From an optimization exercise on the open Yosys and OpenROAD flow, aimed at small area; shortcuts taken in it are not production practice.
The RTL was checked by simulation tests, not by an equivalence proof against the original design.
The clock port is modelled as an ideal driver; clocking choices that lean on that would not hold on a real chip.
Power figures rest on the tool's default switching activity, not on a simulated workload.

==> flow/design.v (excerpt) <==
module traffic_top(
    input  wire        MAX10_CLK1_50,
    input  wire [1:0]  KEY,
    input  wire [9:0]  SW,
    output wire [9:0]  LEDR,
    output wire [6:0]  HEX0
);
==> flow/config.mk <==
export PLATFORM = sky130hd
export DESIGN_NAME = traffic_top
export DESIGN_NICKNAME = traffic_top
export VERILOG_FILES = /design/flow/design.v
export SDC_FILE = /design/flow/constraint.sdc
export NUM_CORES = 4
export LEC_CHECK = 0
export CAP_MARGIN = 20
export CORE_MARGIN = 2
export CORE_UTILIZATION = 40
export GPL_TIMING_DRIVEN = 0
export SLEW_MARGIN = 20
==> flow/constraint.sdc <==
create_clock -name core_clock -period 10.0 [get_ports {MAX10_CLK1_50}]
set_input_delay 2.0000 -clock core_clock [delete_from_list [all_inputs] [get_ports {MAX10_CLK1_50}]]
set_output_delay 2.0000 -clock core_clock [all_outputs]
set_load 0.01 [all_outputs]
standard.sh (not shown) runs the stock make flow with config.mk's settings and CLKGATE_MAP_FILE= SYNTH_SCRIPT=/design/flow/synth_recipe.tcl, a recipe that flattens the netlist after the stock synthesis.
==> flow/flow/run.sh <==
#!/bin/bash
# Standard ORFS layout with three changes:
#  1. after the standard synthesis, the combinational logic is mapped again
#     for area with ABC (four seeds, the smallest result is kept); registers
#     keep their cells and names, and the new netlist is proven equivalent to
#     the standard one before it is used;
#  2. port buffers use buf_1;
#  3. the clock tree is a single clock buffer at the centroid of the
#     registers, in place of TritonCTS's H-tree (clock_tree.tcl).
set -euo pipefail
export WORK=$(pwd)

FLOW=$WORK/flow
R=$WORK/orfs/results/$FLOW_PLATFORM/traffic_top/base
LIB=$(ls "$FLOW_HOME"/platforms/"$FLOW_PLATFORM"/lib/sky130_fd_sc_hd__tt_025C_1v80.lib)
PORTS="BUFFER_PORTS_ARGS=-buffer_cell sky130_fd_sc_hd__buf_1"

bash standard.sh synth > synth.log 2>&1

cp "$R/1_2_yosys.v" resynth_in.v
best=""
best_area=""
for seed in 0 1 2 3; do
    printf 'strash\n&get -n\n&deepsyn -T 40 -S %d\n&dch -f\n&nf -R 1000\n&put\n' $seed > area_$seed.abc
    sed -e "s#@LIB@#$LIB#g" -e "s#@ABC@#$WORK/area_$seed.abc#g" \
        -e "s#resynth_out.v#resynth_out_$seed.v#" "$FLOW/resynth.ys" > resynth_$seed.ys
    yosys -s resynth_$seed.ys > resynth_$seed.log 2>&1 &
done
wait || true
for seed in 0 1 2 3; do
    a=$(grep "Chip area" resynth_$seed.log | tail -1 | awk '{print $NF}' || true)
    [[ -n "$a" && -f resynth_out_$seed.v ]] || continue
    if [[ -z "$best" ]] || awk "BEGIN{exit !($a < $best_area)}"; then
        best=$seed; best_area=$a
    fi
done
echo "best seed: ${best:-none} area ${best_area:-none}" > resynth_status.txt
if [[ -n "$best" ]]; then
    cp resynth_out_$best.v resynth_out.v
    sed -e "s#@LIB@#$LIB#g" -e "s#@FLOW@#$FLOW#g" "$FLOW/equiv.ys" > equiv.ys
    if yosys -s equiv.ys > equiv.log 2>&1; then
        cp resynth_out.v "$R/1_2_yosys.v"
        rm -f "$R/1_synth.odb" "$R/1_synth.sdc"
        echo "resynthesis used" >> resynth_status.txt
    else
        echo "equivalence not proven, standard netlist kept" >> resynth_status.txt
    fi
fi

bash standard.sh "$PORTS" place > place.log 2>&1

openroad -no_init -exit "$FLOW/clock_tree.tcl" > clock_tree.log 2>&1

bash standard.sh "$PORTS" finish > layout.log 2>&1
Other scripts of this flow, unchanged in this note and not shown: flow/flow/clock_tree.tcl, flow/flow/conb.v, flow/flow/equiv.ys, flow/flow/resynth.ys
The baseline ran to the end with no violations.
==> next run, changes <==
Settings changed: GPL_TIMING_DRIVEN 0 to not set.
Flip-flop and latch count stays the same; final cell count goes up slightly; power is about the same; final area grows slightly; worst setup slack gains 8.0 ps; combinational power is about the same; synthesized area stays the same; non-clock buffer count rose by 1; global-route usage came out higher by 0.16 points; first-iteration DRC count fell by about a fifth; die area does not change.

static timing again, ports no longer ideal:
Ports are ideal in the flow. The routed layouts listed here were re-timed in OpenROAD.
Step 1, drivers: a clkbuf_16 drives MAX10_CLK1_50 and a buf_2 each remaining input, both assumed.
Step 2 also shifts input and output timing later by t, the mid clock arrival at the registers, as if the neighbouring blocks saw the same clock.
Slacks: no drivers / after step 1 / after step 2; pairs: no drivers / after step 1.
| run | t, ns | setup WS [ns] | worst setup path after step 2 | worst register clock-pin slew, ns |
|---|---|---|---|---|
| the first run | 0.193 | 5.672 / 5.649 / 5.649 | input to output | 0.11 / 0.11 |
| the second run | 0.194 | 5.681 / 5.657 / 5.657 | input to output | 0.11 / 0.11 |
After both steps every run listed still meets setup and hold. The setup slack of the second run, which loses most, moves by -0.024 ns with the drivers and by -0.024 ns with both steps.
